This is an optimization exercise on Yosys and OpenROAD, whose aim is small area, a short achievable clock period and few clock cycles, not a production implementation. The RTL was checked by simulation tests, not by an equivalence proof against the original design. Power figures rest on the tool's default switching activity, not on a simulated workload.

==> inputs of try-umber <==
## booth_mul
module booth_mul (
    input             CLK ,
    input             RSTn ,
    input      [23:0] m1 ,
    input      [23:0] m2 ,
    input             BREQ ,
    output     [47:0] res ,
    output            BACK
);
booth u_booth (
    .res  (res),
    .m1   (m1),
    .m2   (m2),
    .CLK  (CLK),
    .BREQ (BREQ),
    .BACK (BACK),
    .RSTn (RSTn)
);
endmodule
Settings: LEC_CHECK=0, ABC_AREA=1, CAP_MARGIN=20, CORE_MARGIN=2, CORE_UTILIZATION=55, SETUP_SLACK_MARGIN=1.5, SLEW_MARGIN=20; clock period 6.0 ns.
run.sh (not shown) runs the stock make flow with config.mk's settings and CLKGATE_MAP_FILE= SYNTH_SCRIPT=/design/flow/synth_recipe.tcl, a recipe that flattens the netlist after the stock synthesis.
==> try-tundra: changes against try-umber <==
CORE_UTILIZATION = 40   (was 55)
SETUP_SLACK_MARGIN = 2.0   (was 1.5)
==> results_dict.tcl <==
set metrics [dict create \
    met1_length_um 28050 \
    status "timing/DRC/antenna clean" \
    fin_area_mm2 0.02377 \
    period_needed_ns 4.016 \
    grt_pass1_wl_um 103400 \
    hold_path.startpoint "m2[0]" \
    p_sw_share_pct 54.59 \
    seqCellArea_mm2 0.002215 \
    n_tap_cell 600 \
    route.met2.wl_um 30850 \
    place.gp.congestion 0.9514 \
    leakage_nw 11.50 \
    final_nets 2895 \
]
(the above is from try-tundra)
==> results_dict.tcl <==
set metrics [dict create \
    status "timing/DRC/antenna clean" \
    seqCellArea_mm2 0.002202 \
    nFillCells 3022 \
    leakage_nw 10.09 \
    met1_length_um 25070 \
    final_nets 2751 \
    crit_path_cell_trace "clkdlybuf4s15_1 -> buf_6 -> inv_6 -> nand2_1 -> o21ai_2 -> buf_4 -> o22ai_1 -> xor2_1 -> fa_1 -> fa_1 -> inv_1 -> fa_1 -> inv_1 -> fa_1" \
    place.gp.congestion 1.015 \
    n_tap_cell 442 \
    cpMostUsedCell "fa_1" \
    hold_path.startpoint "BREQ" \
    period_needed_ns 4.496 \
    route.met2.wl_um 25460 \
    yosysWarnings 1 \
    grt_pass1_wl_um 88910 \
]
(the above is from try-umber)
Testbench counts of try-umber, summed over its fixed seeds: cycles 32,000.
Testbench counts of try-tundra, summed over its fixed seeds: cycles 32,000.

========
==> try-willow: inputs <==
Another version of the RTL of booth_mul (not shown whole).
clock: 6.0 ns
lec_check: 0
cap_margin: 20
core_margin: 2
core_utilization: 40
setup_slack_margin: 1.0
slew_margin: 20
==> try-juniper: changes against try-willow <==
- SETUP_SLACK_MARGIN: 1.0 -> default
==> results by group <==
Run status
  – Status: timing/DRC/antenna clean

Detailed routing
  – DR vias: between 20000 and 25000

Clocking
  – Postcts setup bufs: 13
  – Post-CTS resize count: 121

Timing
  – F_max: between 200 and 250 MHz

Worst setup path
  – CP Buf/Inv Count: 1
  – Crit path depth: 10

Layout
  – Post-Layout Inst Area: ~24000 sq um
the above is filed under try-willow

==> results by group <==
Worst setup path
  – CP Buf/Inv Count: 2
  – Worst Path Required: 4800 ps
  – Crit path depth: 15

Clocking
  – Post-CTS resize count: 1
  – Postcts setup bufs: 0
  – CTS max path bufs: 2

Timing
  – F_max: about 170 MHz
  – Crit path setup slack, layout: between 100 and 150 ps

Detailed routing
  – DR vias: roughly 22000

Run status
  – Status: timing/DRC/antenna clean
the above is filed under try-juniper

Testbench counts of try-willow, summed over its fixed seeds: cycles 32,000.
Testbench counts of try-juniper, summed over its fixed seeds: cycles 32,000.

========
==> 05-11: inputs <==
Another version of the RTL of booth_mul (not shown whole).
// booth_mul
module booth_mul (
    input             CLK ,
    input             RSTn ,
    input      [23:0] m1 ,
    input      [23:0] m2 ,
    input             BREQ ,
    output     [47:0] res ,
    output            BACK
);
export LEC_CHECK = 0
export ABC_AREA = 1
export CAP_MARGIN = 20
export CORE_MARGIN = 2
export CORE_UTILIZATION = 55
export SETUP_SLACK_MARGIN = 1.75
export SLEW_MARGIN = 20
create_clock -name core_clock -period 6.0 [get_ports {CLK}]
standard.sh (not shown) runs the stock make flow with config.mk's settings and CLKGATE_MAP_FILE= SYNTH_SCRIPT=/design/flow/synth_recipe.tcl, a recipe that flattens the netlist after the stock synthesis.
==> flow/flow/run.sh <==
#!/bin/bash
# The standard layout (standard.sh, which runs ORFS with the standard flow's settings), with one
# change: the ports get plain buffers (buf_2, which the resizer may size up) instead
# of the delay cells buffer_ports picks on its own.
set -euo pipefail
bash standard.sh 'BUFFER_PORTS_ARGS=-buffer_cell sky130_fd_sc_hd__buf_2' finish > standard_make.log 2>&1
==> 05-23: changes against 05-11 <==
--- a/flow/config.mk
+++ b/flow/config.mk
@@ -11,3 +11,3 @@
 export CORE_UTILIZATION = 55
-export SETUP_SLACK_MARGIN = 1.75
+export SETUP_SLACK_MARGIN = 1.25
 export SLEW_MARGIN = 20
==> 03-04: changes against 05-11 <==
==> flow/flow/run.sh (replaced) <==
#!/bin/bash
# The standard layout (standard.sh, which runs ORFS with the standard flow's settings), with two
# changes: the ports get plain buffers (buf_2, which the resizer may size up) instead
# of the delay cells buffer_ports picks on its own, and after the timing repair at
# global route the resizer downsizes gates on paths that are not critical.
set -euo pipefail
bash standard.sh 'BUFFER_PORTS_ARGS=-buffer_cell sky130_fd_sc_hd__buf_2' 'RECOVER_POWER=100' finish > standard_make.log 2>&1
--- a/flow/config.mk
+++ b/flow/config.mk
@@ -11,3 +11,3 @@
 export CORE_UTILIZATION = 55
-export SETUP_SLACK_MARGIN = 1.75
+export SETUP_SLACK_MARGIN = 2.0
 export SLEW_MARGIN = 20
==> reports/metrics.cfg <==
[run_status]
run_status=timing/DRC/antenna clean

[global_route]
met2_usage=0.481
antenna_found_initial=0

[clock_tree]
cts_setup_buffers=5

[cells_and_area]
num-nets-final=2253
seq_share=0.120
ff_latch_area_um2=2080

[place]
place_area_um2=16500
dp_cells=2245

[sta]
rsz0062_at_grt=yes
whs_ns=1.00

[critical_path]
crit_start=m1[15]

[end of results for 05-11]
==> reports/metrics.cfg <==
[flow_run]
cap_violations=1

[run_status]
so_faults=capacitance limit, slew limit
run_status=finished with violations

[place]
place_area_um2=16700

[sta]
whs_ns=0.998
final_max_slew_viol_count=12

[end of results for 03-04]
==> reports/metrics.cfg <==
[run_status]
run_status=timing/DRC/antenna clean

[place]
dp_cells=2245
place_area_um2=16500

[cells_and_area]
ff_latch_area_um2=2080
num-nets-final=2234

[clock_tree]
cts_setup_buffers=0

[end of results for 05-23]
Testbench counts of 05-11, summed over its fixed seeds: cycles 32,000.
Testbench counts of 05-23, summed over its fixed seeds: cycles 32,000.
Testbench counts of 03-04, summed over its fixed seeds: cycles 32,000.

========
==> exp/pepper: inputs <==
booth_mul, a different RTL version from the one above (not shown whole).
Settings: LEC_CHECK=0, CAP_MARGIN=20, CORE_MARGIN=2, CORE_UTILIZATION=40, SETUP_SLACK_MARGIN=1.5, SLEW_MARGIN=20; clock period 6.0 ns.
run.sh (not shown) runs the stock make flow with config.mk's settings and CLKGATE_MAP_FILE= SYNTH_SCRIPT=/design/flow/synth_recipe.tcl, a recipe that flattens the netlist after the stock synthesis.
Stock flow here: none of the scripts above is used.
==> exp/maple: changes against exp/pepper <==
--- a/flow/config.mk
+++ b/flow/config.mk
@@ -6,4 +6,5 @@
 export NUM_CORES = 4
 export LEC_CHECK = 0
+export ABC_AREA = 1
 export CAP_MARGIN = 20
 export CORE_MARGIN = 2
==> notes.md <==
Of exp/pepper and exp/maple, exp/maple has the higher worst setup slack (gap 0.47 ns). In exp/maple the critical path depth is lower than in exp/pepper, by 3. In exp/maple the area after synthesis is higher than in exp/pepper, by 8.3%. Sequential share of layout area: exp/maple is lower than exp/pepper (0.42 points). Against exp/maple, the synthesized cell count of exp/pepper is smaller by about 25%. Between exp/maple and exp/pepper, the lower count of clock-buffer cells in the layout is in exp/maple (gap 3). Total power: exp/pepper is larger than exp/maple (5.0%). exp/pepper completed with no timing, DRC or antenna violations. exp/maple finished clean. Sequential power is about the same in exp/maple and exp/pepper. Of exp/pepper and exp/maple, exp/maple has the higher via count (gap 14%, measured against exp/maple). Routed wire length is about the same in exp/maple and exp/pepper. In sequential cell count, exp/maple and exp/pepper do not differ.
Testbench counts of exp/pepper, summed over its fixed seeds: cycles 32,000.
Testbench counts of exp/maple, summed over its fixed seeds: cycles 32,000.

========
==> inputs of run a <==
booth_mul, a different RTL version from the one above (not shown whole).
==> flow/design.v (excerpt) <==
module booth_mul (
    input             CLK ,
    input             RSTn ,
    input      [23:0] m1 ,
    input      [23:0] m2 ,
    input             BREQ ,
    output     [47:0] res ,
    output            BACK
);
export LEC_CHECK = 0
export ABC_AREA = 1
export CAP_MARGIN = 20
export CORE_MARGIN = 2
export CORE_UTILIZATION = 70
export SETUP_SLACK_MARGIN = 1.75
export SLEW_MARGIN = 20
create_clock -name core_clock -period 6.0 [get_ports {CLK}]
standard.sh (not shown) runs the stock make flow with config.mk's settings and CLKGATE_MAP_FILE= SYNTH_SCRIPT=/design/flow/synth_recipe.tcl, a recipe that flattens the netlist after the stock synthesis.
==> flow/flow/run.sh <==
#!/bin/bash
# The standard layout (standard.sh: ORFS with the standard flow's settings) with two changes:
#  - the ports get plain buffers (buf_2, which the resizer may size up) instead of
#    the delay cells buffer_ports picks on its own;
#  - after the standard synthesis, fa_polarity.py removes inverters between full
#    adders (it flips full adders' polarity, same function and registers), and the
#    netlist is read in again before the floorplan.
set -euo pipefail
A='BUFFER_PORTS_ARGS=-buffer_cell sky130_fd_sc_hd__buf_2'
bash standard.sh "$A" synth > make_synth.log 2>&1
net=orfs/results/$FLOW_PLATFORM/booth_mul/base/1_2_yosys.v
python3 flow/fa_polarity.py "$net" > fa_polarity.log 2>&1
bash standard.sh "$A" do-1_synth > make_synth_odb.log 2>&1
bash standard.sh "$A" finish > make_finish.log 2>&1
Other scripts of this flow, unchanged in this note and not shown: flow/flow/fa_polarity.py
==> run b: changes against run a <==
--- a/flow/design.v
+++ b/flow/design.v
@@ -1244,17 +1244,14 @@
 reg q_s739;
 reg q_c648;
 reg q_s741;
 reg q_c740;
 reg q_c652;
 reg q_s743;
 reg q_c742;
-reg q_c656;
-reg q_s745;
-reg q_c744;
 reg q_pp323;
 reg q_c776;
 reg q_s777;
 reg q_c778;
 reg q_s779;
 reg q_c780;
 reg q_s781;
@@ -1267,15 +1264,17 @@
 reg q_c788;
 reg q_s789;
 reg q_c790;
 reg q_s791;
 reg q_c792;
 reg q_s793;
 reg q_c794;
+reg q_s829;
 reg q_s831;
+reg q_c830;
 reg q_s833;
 reg q_c832;
 reg q_c834;
 reg q_s835;
 reg q_s837;
 reg q_c836;
 reg q_s839;
@@ -1349,17 +1348,14 @@
 	q_s739 <= s739;
 	q_c648 <= c648;
 	q_s741 <= s741;
 	q_c740 <= c740;
 	q_c652 <= c652;
 	q_s743 <= s743;
 	q_c742 <= c742;
-	q_c656 <= c656;
-	q_s745 <= s745;
-	q_c744 <= c744;
 	q_pp323 <= pp323;
 	q_c776 <= c776;
 	q_s777 <= s777;
 	q_c778 <= c778;
 	q_s779 <= s779;
 	q_c780 <= c780;
 	q_s781 <= s781;
@@ -1372,15 +1368,17 @@
 	q_c788 <= c788;
 	q_s789 <= s789;
 	q_c790 <= c790;
 	q_s791 <= s791;
 	q_c792 <= c792;
 	q_s793 <= s793;
 	q_c794 <= c794;
+	q_s829 <= s829;
 	q_s831 <= s831;
+	q_c830 <= c830;
 	q_s833 <= s833;
 	q_c832 <= c832;
 	q_c834 <= c834;
 	q_s835 <= s835;
 	q_s837 <= s837;
 	q_c836 <= c836;
 	q_s839 <= s839;
@@ -2231,16 +2229,16 @@
 assign c822 = (q_s643 & q_s737) | (q_c736 & (q_s643 ^ q_s737));
 assign s823 = q_c644 ^ q_c738 ^ q_s739;
 assign c824 = (q_c644 & q_c738) | (q_s739 & (q_c644 ^ q_c738));
 assign s825 = q_c648 ^ q_s741 ^ q_c740;
 assign c826 = (q_c648 & q_s741) | (q_c740 & (q_c648 ^ q_s741));
 assign s827 = q_c652 ^ q_s743 ^ q_c742;
 assign c828 = (q_c652 & q_s743) | (q_c742 & (q_c652 ^ q_s743));
-assign s829 = q_c656 ^ q_s745 ^ q_c744;
-assign c830 = (q_c656 & q_s745) | (q_c744 & (q_c656 ^ q_s745));
+assign s829 = c656 ^ s745 ^ c744;
+assign c830 = (c656 & s745) | (c744 & (c656 ^ s745));
 assign s831 = c660 ^ s747 ^ c746;
 assign c832 = (c660 & s747) | (c746 & (c660 ^ s747));
 assign s833 = s667 ^ s749 ^ c748;
 assign c834 = (s667 & s749) | (c748 & (s667 ^ s749));
 assign s835 = c668 ^ c750 ^ s751;
 assign c836 = (c668 & c750) | (s751 & (c668 ^ c750));
 assign s837 = c672 ^ s753 ^ c752;
@@ -2321,18 +2319,18 @@
 assign p912 = s821 ^ c820;
 assign g913 = c822 & s823;
 assign p914 = c822 ^ s823;
 assign g915 = s825 & c824;
 assign p916 = s825 ^ c824;
 assign g917 = s827 & c826;
 assign p918 = s827 ^ c826;
-assign g919 = s829 & c828;
-assign p920 = s829 ^ c828;
-assign g921 = q_s831 & c830;
-assign p922 = q_s831 ^ c830;
+assign g919 = q_s829 & c828;
+assign p920 = q_s829 ^ c828;
+assign g921 = q_s831 & q_c830;
+assign p922 = q_s831 ^ q_c830;
 assign g923 = q_s833 & q_c832;
 assign p924 = q_s833 ^ q_c832;
 assign g925 = q_c834 & q_s835;
 assign p926 = q_c834 ^ q_s835;
 assign g927 = q_s837 & q_c836;
 assign p928 = q_s837 ^ q_c836;
 assign g929 = q_s839 & q_c838;
==> run c: changes against run a <==
--- a/flow/design.v
+++ b/flow/design.v
@@ -1244,17 +1244,14 @@
 reg q_s739;
 reg q_c648;
 reg q_s741;
 reg q_c740;
 reg q_c652;
 reg q_s743;
 reg q_c742;
-reg q_c656;
-reg q_s745;
-reg q_c744;
 reg q_pp323;
 reg q_c776;
 reg q_s777;
 reg q_c778;
 reg q_s779;
 reg q_c780;
 reg q_s781;
@@ -1267,15 +1264,17 @@
 reg q_c788;
 reg q_s789;
 reg q_c790;
 reg q_s791;
 reg q_c792;
 reg q_s793;
 reg q_c794;
+reg q_s829;
 reg q_s831;
+reg q_c830;
 reg q_s833;
 reg q_c832;
 reg q_c834;
 reg q_s835;
 reg q_s837;
 reg q_c836;
 reg q_s839;
@@ -1349,17 +1348,14 @@
 	q_s739 <= s739;
 	q_c648 <= c648;
 	q_s741 <= s741;
 	q_c740 <= c740;
 	q_c652 <= c652;
 	q_s743 <= s743;
 	q_c742 <= c742;
-	q_c656 <= c656;
-	q_s745 <= s745;
-	q_c744 <= c744;
 	q_pp323 <= pp323;
 	q_c776 <= c776;
 	q_s777 <= s777;
 	q_c778 <= c778;
 	q_s779 <= s779;
 	q_c780 <= c780;
 	q_s781 <= s781;
@@ -1372,15 +1368,17 @@
 	q_c788 <= c788;
 	q_s789 <= s789;
 	q_c790 <= c790;
 	q_s791 <= s791;
 	q_c792 <= c792;
 	q_s793 <= s793;
 	q_c794 <= c794;
+	q_s829 <= s829;
 	q_s831 <= s831;
+	q_c830 <= c830;
 	q_s833 <= s833;
 	q_c832 <= c832;
 	q_c834 <= c834;
 	q_s835 <= s835;
 	q_s837 <= s837;
 	q_c836 <= c836;
 	q_s839 <= s839;
@@ -2231,16 +2229,16 @@
 assign c822 = (q_s643 & q_s737) | (q_c736 & (q_s643 ^ q_s737));
 assign s823 = q_c644 ^ q_c738 ^ q_s739;
 assign c824 = (q_c644 & q_c738) | (q_s739 & (q_c644 ^ q_c738));
 assign s825 = q_c648 ^ q_s741 ^ q_c740;
 assign c826 = (q_c648 & q_s741) | (q_c740 & (q_c648 ^ q_s741));
 assign s827 = q_c652 ^ q_s743 ^ q_c742;
 assign c828 = (q_c652 & q_s743) | (q_c742 & (q_c652 ^ q_s743));
-assign s829 = q_c656 ^ q_s745 ^ q_c744;
-assign c830 = (q_c656 & q_s745) | (q_c744 & (q_c656 ^ q_s745));
+assign s829 = c656 ^ s745 ^ c744;
+assign c830 = (c656 & s745) | (c744 & (c656 ^ s745));
 assign s831 = c660 ^ s747 ^ c746;
 assign c832 = (c660 & s747) | (c746 & (c660 ^ s747));
 assign s833 = s667 ^ s749 ^ c748;
 assign c834 = (s667 & s749) | (c748 & (s667 ^ s749));
 assign s835 = c668 ^ c750 ^ s751;
 assign c836 = (c668 & c750) | (s751 & (c668 ^ c750));
 assign s837 = c672 ^ s753 ^ c752;
@@ -2321,18 +2319,18 @@
 assign p912 = s821 ^ c820;
 assign g913 = c822 & s823;
 assign p914 = c822 ^ s823;
 assign g915 = s825 & c824;
 assign p916 = s825 ^ c824;
 assign g917 = s827 & c826;
 assign p918 = s827 ^ c826;
-assign g919 = s829 & c828;
-assign p920 = s829 ^ c828;
-assign g921 = q_s831 & c830;
-assign p922 = q_s831 ^ c830;
+assign g919 = q_s829 & c828;
+assign p920 = q_s829 ^ c828;
+assign g921 = q_s831 & q_c830;
+assign p922 = q_s831 ^ q_c830;
 assign g923 = q_s833 & q_c832;
 assign p924 = q_s833 ^ q_c832;
 assign g925 = q_c834 & q_s835;
 assign p926 = q_c834 ^ q_s835;
 assign g927 = q_s837 & q_c836;
 assign p928 = q_s837 ^ q_c836;
 assign g929 = q_s839 & q_c838;
==> flow/flow/run.sh (replaced) <==
#!/bin/bash
# The standard layout (standard.sh: ORFS with the standard flow's settings) with two changes:
#  - the ports get plain buffers (buf_1, which the resizer may size up) instead of
#    the delay cells buffer_ports picks on its own;
#  - after the standard synthesis, fa_polarity.py removes inverters between full
#    adders (it flips full adders' polarity, same function and registers), and the
#    netlist is read in again before the floorplan.
set -euo pipefail
A='BUFFER_PORTS_ARGS=-buffer_cell sky130_fd_sc_hd__buf_1'
bash standard.sh "$A" synth > make_synth.log 2>&1
net=orfs/results/$FLOW_PLATFORM/booth_mul/base/1_2_yosys.v
python3 flow/fa_polarity.py "$net" > fa_polarity.log 2>&1
bash standard.sh "$A" do-1_synth > make_synth_odb.log 2>&1
bash standard.sh "$A" finish > make_finish.log 2>&1
- CTS_BUF_LIST: not set -> sky130_fd_sc_hd__clkbuf_4 sky130_fd_sc_hd__clkbuf_8
==> notes <==
- Total power, highest first: run c, run b, run a.
- Clock power: run b > run a > run c.
- Synthesized cell count: run c is lower than run a (0.35%).
- Sequential share of layout area, lowest first: run c, run b, run a.
- In synthesized area, run b and run c do not differ.
- In count of clock-buffer cells in the layout, run b and run c do not differ.
- Of run b and run a, run b has the higher non-clock buffer count (gap 4).
- Against run a, the final area of run b is larger by 0.45%.
- Between run c and run a, the lower wire length is in run a (gap 4.8%, measured against run a).
Testbench counts of run a, summed over its fixed seeds: cycles 32,000.
Testbench counts of run b, summed over its fixed seeds: cycles 32,000.
Testbench counts of run c, summed over its fixed seeds: cycles 32,000.

## re-timing with driven ports
The results above use ideal ports. As a check the final layouts listed here were re-extracted and re-timed, cells and wires unchanged. Step 1: set_driving_cell puts a clkbuf_16 on CLK and a buf_2 on each other input, an assumption about the parent block. Step 2 moves the port delays by t, midway between the first and last clock arrival at a register: inputs arrive t later, outputs are due t later. That takes back most of the time a late clock gives input paths. Slacks: ideal ports / drivers / drivers and shift; pairs: ideal ports / drivers.
run	shift t [ns]	slack for setup (ns)	hold WS [ns]
try-umber	0.408	1.504 / 1.541 / 1.133	1.358 / 1.319 / 1.728
try-tundra	0.419	1.984 / 1.987 / 1.568	1.165 / 1.133 / 1.552
try-willow	0.393	1.083 / 1.039 / 0.732	1.205 / 1.186 / 1.579
try-juniper	0.392	0.118 / 0.071 / 0.428	1.207 / 1.187 / 1.579
05-11	0.421	1.807 / 1.805 / 1.417	1.003 / 0.971 / 1.393
05-23	0.420	1.413 / 1.444 / 1.023	1.002 / 0.971 / 1.392
03-04	0.425	0.973 / 1.003 / 0.578	0.998 / 0.965 / 1.390
exp/pepper	0.510	1.113 / 1.057 / 1.063	1.294 / 1.258 / 1.767
exp/maple	0.476	1.580 / 1.521 / 1.146	1.306 / 1.263 / 1.740
run a	0.410	1.764 / 1.796 / 1.386	1.009 / 0.981 / 1.391
run b	0.414	1.774 / 1.788 / 1.374	1.008 / 0.983 / 1.397
run c	0.448	1.813 / 1.769 / 1.379	0.958 / 0.938 / 1.386
